Background: an optimization exercise with open tools, aiming at small area, a short achievable clock period and few clock cycles per item. Do not read the settings as production practice.
At most, simulation tests tie the RTL to the original design; equivalence was not proved.
Power is estimated from default activity; no workload was simulated.

==> fjord: inputs <==
==> flow/design.v <==
module register_file #(
    parameter DATA_WIDTH = 32,
    parameter NUM_REGS   = 16
)(
    input                       clk,
    input                       rst_n,
    input                       wr_req,
    input   [3:0]               wr_sel,
    input   [DATA_WIDTH-1:0]    wr_data,
    input   [DATA_WIDTH/8-1:0]  wr_strb,
    output reg                  wr_done,
    input                       rd_req,
    input   [3:0]               rd_sel,
    output reg [DATA_WIDTH-1:0] rd_data,
    output reg                  rd_done
);
    localparam NB = DATA_WIDTH/8;
    reg [DATA_WIDTH*NUM_REGS-1:0] regs;
    reg [NUM_REGS-1:0]            valid;
    wire [DATA_WIDTH-1:0] wr_data_m;
    genvar g;
    generate
        for (g = 0; g < NB; g = g + 1) begin : g_m
            assign wr_data_m[8*g +: 8] = wr_data[8*g +: 8] & {8{wr_strb[g]}};
        end
    endgenerate
    reg [3:0] wr_lo, wr_hi, rd_lo, rd_hi;
    integer j;
    always @(*)
        for (j = 0; j < 4; j = j + 1) begin
            wr_lo[j] = wr_req && wr_sel[1:0] == j;
            wr_hi[j] = wr_sel[3:2] == j;
            rd_lo[j] = rd_sel[1:0] == j;
            rd_hi[j] = rd_sel[3:2] == j;
        end
    reg [NUM_REGS-1:0] wr_hit;
    reg [NUM_REGS-1:0] rd_hit;
    integer r, b;
    always @(*)
        for (r = 0; r < NUM_REGS; r = r + 1) begin
            wr_hit[r] = wr_lo[r % 4] && wr_hi[r / 4];
            rd_hit[r] = rd_lo[r % 4] && rd_hi[r / 4] && valid[r];
        end
    always @(posedge clk or negedge rst_n) begin
        if (!rst_n) begin
            valid   <= {NUM_REGS{1'b0}};
            wr_done <= 1'b0;
            rd_done <= 1'b0;
        end else begin
            valid   <= valid | wr_hit;
            wr_done <= wr_req;
            rd_done <= rd_req;
        end
    end
    always @(posedge clk)
        for (r = 0; r < NUM_REGS; r = r + 1)
            for (b = 0; b < NB; b = b + 1)
                if (wr_lo[r % 4] && wr_hi[r / 4] && (wr_strb[b] || !valid[r]))
                    regs[r*DATA_WIDTH + 8*b +: 8] <= wr_data_m[8*b +: 8];
    reg [DATA_WIDTH-1:0] rd_next;
    always @(*) begin
        rd_next = {DATA_WIDTH{1'b0}};
        for (r = 0; r < NUM_REGS; r = r + 1)
            rd_next = rd_next | (regs[r*DATA_WIDTH +: DATA_WIDTH] & {DATA_WIDTH{rd_hit[r]}});
    end
    always @(posedge clk)
        rd_data <= rd_next;
endmodule
module axi_system_top #
(
    parameter ADDR_WIDTH = 32,
    parameter DATA_WIDTH = 32,
    parameter NUM_REGS   = 16
)
(
    input                       aclk,
    input                       aresetn,
    input                       m_wr_req,
    input   [ADDR_WIDTH-1:0]    m_wr_addr,
    input   [DATA_WIDTH-1:0]    m_wr_data,
    input   [DATA_WIDTH/8-1:0]  m_wr_strb,
    output                      m_wr_done,
    output  [1:0]               m_wr_resp,
    input                       m_rd_req,
    input   [ADDR_WIDTH-1:0]    m_rd_addr,
    output  [DATA_WIDTH-1:0]    m_rd_data,
    output                      m_rd_done,
    output  [1:0]               m_rd_resp
);
    register_file #(
        .DATA_WIDTH (DATA_WIDTH),
        .NUM_REGS   (NUM_REGS)
    ) u_regs (
        .clk     (aclk),
        .rst_n   (aresetn),
        .wr_req  (m_wr_req),
        .wr_sel  (m_wr_addr[5:2]),
        .wr_data (m_wr_data),
        .wr_strb (m_wr_strb),
        .wr_done (m_wr_done),
        .rd_req  (m_rd_req),
        .rd_sel  (m_rd_addr[5:2]),
        .rd_data (m_rd_data),
        .rd_done (m_rd_done)
    );
    assign m_wr_resp = 2'b00;
    assign m_rd_resp = 2'b00;
endmodule
==> flow/flow/run.sh <==
#!/bin/bash
# The standard layout, with the resizer free to change a cell's footprint.
set -euo pipefail
bash standard.sh MATCH_CELL_FOOTPRINT=0 "BUFFER_PORTS_ARGS=-buffer_cell sky130_fd_sc_hd__buf_1" finish > standard.log 2>&1
==> flow/standard.sh <==
#!/bin/bash
# synth_recipe.tcl (not shown) runs the flow's synth.tcl, then flattens the netlist and writes it again
# the make line also repeats each setting of config.mk as NAME=value (left out here)
make -C /OpenROAD-flow-scripts/flow DESIGN_CONFIG=/design/flow/config.mk WORK_HOME=/design/flow/orfs CLKGATE_MAP_FILE= SYNTH_SCRIPT=/design/flow/synth_recipe.tcl "${@:-finish}"
==> flow/config.mk <==
export PLATFORM = sky130hd
export DESIGN_NAME = axi_system_top
export DESIGN_NICKNAME = axi_system_top
export VERILOG_FILES = /design/flow/design.v
export SDC_FILE = /design/flow/constraint.sdc
export NUM_CORES = 4
export LEC_CHECK = 0
export CAP_MARGIN = 20
export CORE_MARGIN = 2
export CORE_UTILIZATION = 70
export CTS_CLUSTER_DIAMETER = 80
export CTS_CLUSTER_SIZE = 30
export SETUP_SLACK_MARGIN = 2.1
export SLEW_MARGIN = 20
==> flow/constraint.sdc <==
create_clock -name core_clock -period 4.0 [get_ports {aclk}]
set_input_delay 0.8000 -clock core_clock [delete_from_list [all_inputs] [get_ports {aclk}]]
set_output_delay 0.8000 -clock core_clock [all_outputs]
set_load 0.01 [all_outputs]
==> pepper (differences from fjord) <==
--- a/flow/design.v
+++ b/flow/design.v
@@ -39,7 +39,7 @@
     always @(*)
         for (r = 0; r < NUM_REGS; r = r + 1) begin
             wr_hit[r] = wr_lo[r % 4] && wr_hi[r / 4];
-            rd_hit[r] = rd_lo[r % 4] && rd_hi[r / 4] && valid[r];
+            rd_hit[r] = rd_lo[r % 4] && rd_hi[r / 4];
         end
     always @(posedge clk or negedge rst_n) begin
         if (!rst_n) begin
@@ -57,12 +57,17 @@
             for (b = 0; b < NB; b = b + 1)
                 if (wr_lo[r % 4] && wr_hi[r / 4] && (wr_strb[b] || !valid[r]))
                     regs[r*DATA_WIDTH + 8*b +: 8] <= wr_data_m[8*b +: 8];
-    reg [DATA_WIDTH-1:0] rd_next;
+    reg [DATA_WIDTH-1:0] rd_mux;
+    reg                  rd_valid;
     always @(*) begin
-        rd_next = {DATA_WIDTH{1'b0}};
-        for (r = 0; r < NUM_REGS; r = r + 1)
-            rd_next = rd_next | (regs[r*DATA_WIDTH +: DATA_WIDTH] & {DATA_WIDTH{rd_hit[r]}});
+        rd_mux   = {DATA_WIDTH{1'b0}};
+        rd_valid = 1'b0;
+        for (r = 0; r < NUM_REGS; r = r + 1) begin
+            rd_mux   = rd_mux | (regs[r*DATA_WIDTH +: DATA_WIDTH] & {DATA_WIDTH{rd_hit[r]}});
+            rd_valid = rd_valid | (valid[r] & rd_hit[r]);
+        end
     end
+    wire [DATA_WIDTH-1:0] rd_next = rd_mux & {DATA_WIDTH{rd_valid}};
     always @(posedge clk)
         rd_data <= rd_next;
 endmodule
--- a/flow/config.mk
+++ b/flow/config.mk
@@ -7,7 +7,7 @@
 export LEC_CHECK = 0
 export CAP_MARGIN = 20
 export CORE_MARGIN = 2
-export CORE_UTILIZATION = 70
+export CORE_UTILIZATION = 68
 export CTS_CLUSTER_DIAMETER = 80
 export CTS_CLUSTER_SIZE = 30
 export SETUP_SLACK_MARGIN = 2.1
==> zinc (differences from fjord) <==
--- a/flow/design.v
+++ b/flow/design.v
@@ -24,22 +24,13 @@
             assign wr_data_m[8*g +: 8] = wr_data[8*g +: 8] & {8{wr_strb[g]}};
         end
     endgenerate
-    reg [3:0] wr_lo, wr_hi, rd_lo, rd_hi;
-    integer j;
-    always @(*)
-        for (j = 0; j < 4; j = j + 1) begin
-            wr_lo[j] = wr_req && wr_sel[1:0] == j;
-            wr_hi[j] = wr_sel[3:2] == j;
-            rd_lo[j] = rd_sel[1:0] == j;
-            rd_hi[j] = rd_sel[3:2] == j;
-        end
     reg [NUM_REGS-1:0] wr_hit;
     reg [NUM_REGS-1:0] rd_hit;
     integer r, b;
     always @(*)
         for (r = 0; r < NUM_REGS; r = r + 1) begin
-            wr_hit[r] = wr_lo[r % 4] && wr_hi[r / 4];
-            rd_hit[r] = rd_lo[r % 4] && rd_hi[r / 4] && valid[r];
+            wr_hit[r] = wr_req && wr_sel == r;
+            rd_hit[r] = rd_sel == r && valid[r];
         end
     always @(posedge clk or negedge rst_n) begin
         if (!rst_n) begin
@@ -55,7 +46,7 @@
     always @(posedge clk)
         for (r = 0; r < NUM_REGS; r = r + 1)
             for (b = 0; b < NB; b = b + 1)
-                if (wr_lo[r % 4] && wr_hi[r / 4] && (wr_strb[b] || !valid[r]))
+                if (wr_hit[r] && (wr_strb[b] || !valid[r]))
                     regs[r*DATA_WIDTH + 8*b +: 8] <= wr_data_m[8*b +: 8];
     reg [DATA_WIDTH-1:0] rd_next;
     always @(*) begin
==> flow/flow/run.sh (replaced) <==
#!/bin/bash
# The standard layout, with the resizer free to change a cell's footprint.
set -euo pipefail
bash standard.sh MATCH_CELL_FOOTPRINT=0 finish > standard.log 2>&1
--- a/flow/config.mk
+++ b/flow/config.mk
@@ -7,8 +7,8 @@
 export LEC_CHECK = 0
 export CAP_MARGIN = 20
 export CORE_MARGIN = 2
-export CORE_UTILIZATION = 70
+export CORE_UTILIZATION = 60
 export CTS_CLUSTER_DIAMETER = 80
 export CTS_CLUSTER_SIZE = 30
-export SETUP_SLACK_MARGIN = 2.1
+export SETUP_SLACK_MARGIN = 2.2
 export SLEW_MARGIN = 20
==> xenon (differences from fjord) <==
--- a/flow/design.v
+++ b/flow/design.v
@@ -24,22 +24,13 @@
             assign wr_data_m[8*g +: 8] = wr_data[8*g +: 8] & {8{wr_strb[g]}};
         end
     endgenerate
-    reg [3:0] wr_lo, wr_hi, rd_lo, rd_hi;
-    integer j;
-    always @(*)
-        for (j = 0; j < 4; j = j + 1) begin
-            wr_lo[j] = wr_req && wr_sel[1:0] == j;
-            wr_hi[j] = wr_sel[3:2] == j;
-            rd_lo[j] = rd_sel[1:0] == j;
-            rd_hi[j] = rd_sel[3:2] == j;
-        end
     reg [NUM_REGS-1:0] wr_hit;
     reg [NUM_REGS-1:0] rd_hit;
     integer r, b;
     always @(*)
         for (r = 0; r < NUM_REGS; r = r + 1) begin
-            wr_hit[r] = wr_lo[r % 4] && wr_hi[r / 4];
-            rd_hit[r] = rd_lo[r % 4] && rd_hi[r / 4] && valid[r];
+            wr_hit[r] = wr_req && wr_sel == r;
+            rd_hit[r] = rd_sel == r && valid[r];
         end
     always @(posedge clk or negedge rst_n) begin
         if (!rst_n) begin
@@ -55,7 +46,7 @@
     always @(posedge clk)
         for (r = 0; r < NUM_REGS; r = r + 1)
             for (b = 0; b < NB; b = b + 1)
-                if (wr_lo[r % 4] && wr_hi[r / 4] && (wr_strb[b] || !valid[r]))
+                if (wr_hit[r] && (wr_strb[b] || !valid[r]))
                     regs[r*DATA_WIDTH + 8*b +: 8] <= wr_data_m[8*b +: 8];
     reg [DATA_WIDTH-1:0] rd_next;
     always @(*) begin
==> flow/run.sh (new file) <==
#!/bin/bash
# synth_recipe.tcl (not shown) runs the flow's synth.tcl, then flattens the netlist and writes it again
# the make line also repeats each setting of config.mk as NAME=value (left out here)
make -C /OpenROAD-flow-scripts/flow DESIGN_CONFIG=/design/flow/config.mk WORK_HOME=/design/flow/orfs CLKGATE_MAP_FILE= SYNTH_SCRIPT=/design/flow/synth_recipe.tcl finish
--- a/flow/config.mk
+++ b/flow/config.mk
@@ -7,8 +7,8 @@
 export LEC_CHECK = 0
 export CAP_MARGIN = 20
 export CORE_MARGIN = 2
-export CORE_UTILIZATION = 70
+export CORE_UTILIZATION = 60
 export CTS_CLUSTER_DIAMETER = 80
 export CTS_CLUSTER_SIZE = 30
-export SETUP_SLACK_MARGIN = 2.1
+export SETUP_SLACK_MARGIN = 2.0
 export SLEW_MARGIN = 20
removed: flow/flow/run.sh
removed: flow/standard.sh
==> comparison <==
Between pepper and zinc, the lower die area is in pepper (gap 5.6%, measured against zinc).
In xenon the combinational power is lower than in zinc, by 24%.
Between zinc and fjord, the lower critical path depth is in zinc (gap 5).
In design area, zinc and pepper hardly differ.
Testbench counts of fjord, summed over its fixed seeds: cycles 6,168, items 8,192.
Testbench counts of zinc, summed over its fixed seeds: cycles 6,168, items 8,192.
Testbench counts of xenon, summed over its fixed seeds: cycles 6,168, items 8,192.
Only the layout flow was run in pepper; the RTL was not checked for function there.

-- static timing again, ports no longer ideal --
How much do the figures lean on ideal ports? The routed layouts below were timed once more, with nothing changed but the port constraints. Step 1, drivers: a clkbuf_16 drives aclk and a buf_2 each remaining input, both assumed. Step 2 adds t to the input delays and takes it off the output delays; t is the mean of the earliest and latest rising clock arrival at the registers after step 1. Input paths then give back, and output paths get back, about the clock's delay inside the block. a / b / c = ideal ports / drivers / drivers and shift; a / b = the first two.
run | t (ns) | setup WS [ns] | clock arrival spread, ns
fjord | 0.601 | 1.969 / 1.927 / 1.326 | 0.019 / 0.019
pepper | 0.615 | 1.710 / 1.591 / 0.976 | 0.029 / 0.029
zinc | 0.633 | 2.100 / 2.049 / 1.493 | 0.034 / 0.033
xenon | 0.622 | 2.013 / 1.984 / 1.362 | 0.017 / 0.018
After both steps every run listed still meets setup and hold. The setup slack of pepper, which loses most, moves by -0.119 ns with the drivers and by -0.734 ns with both steps.
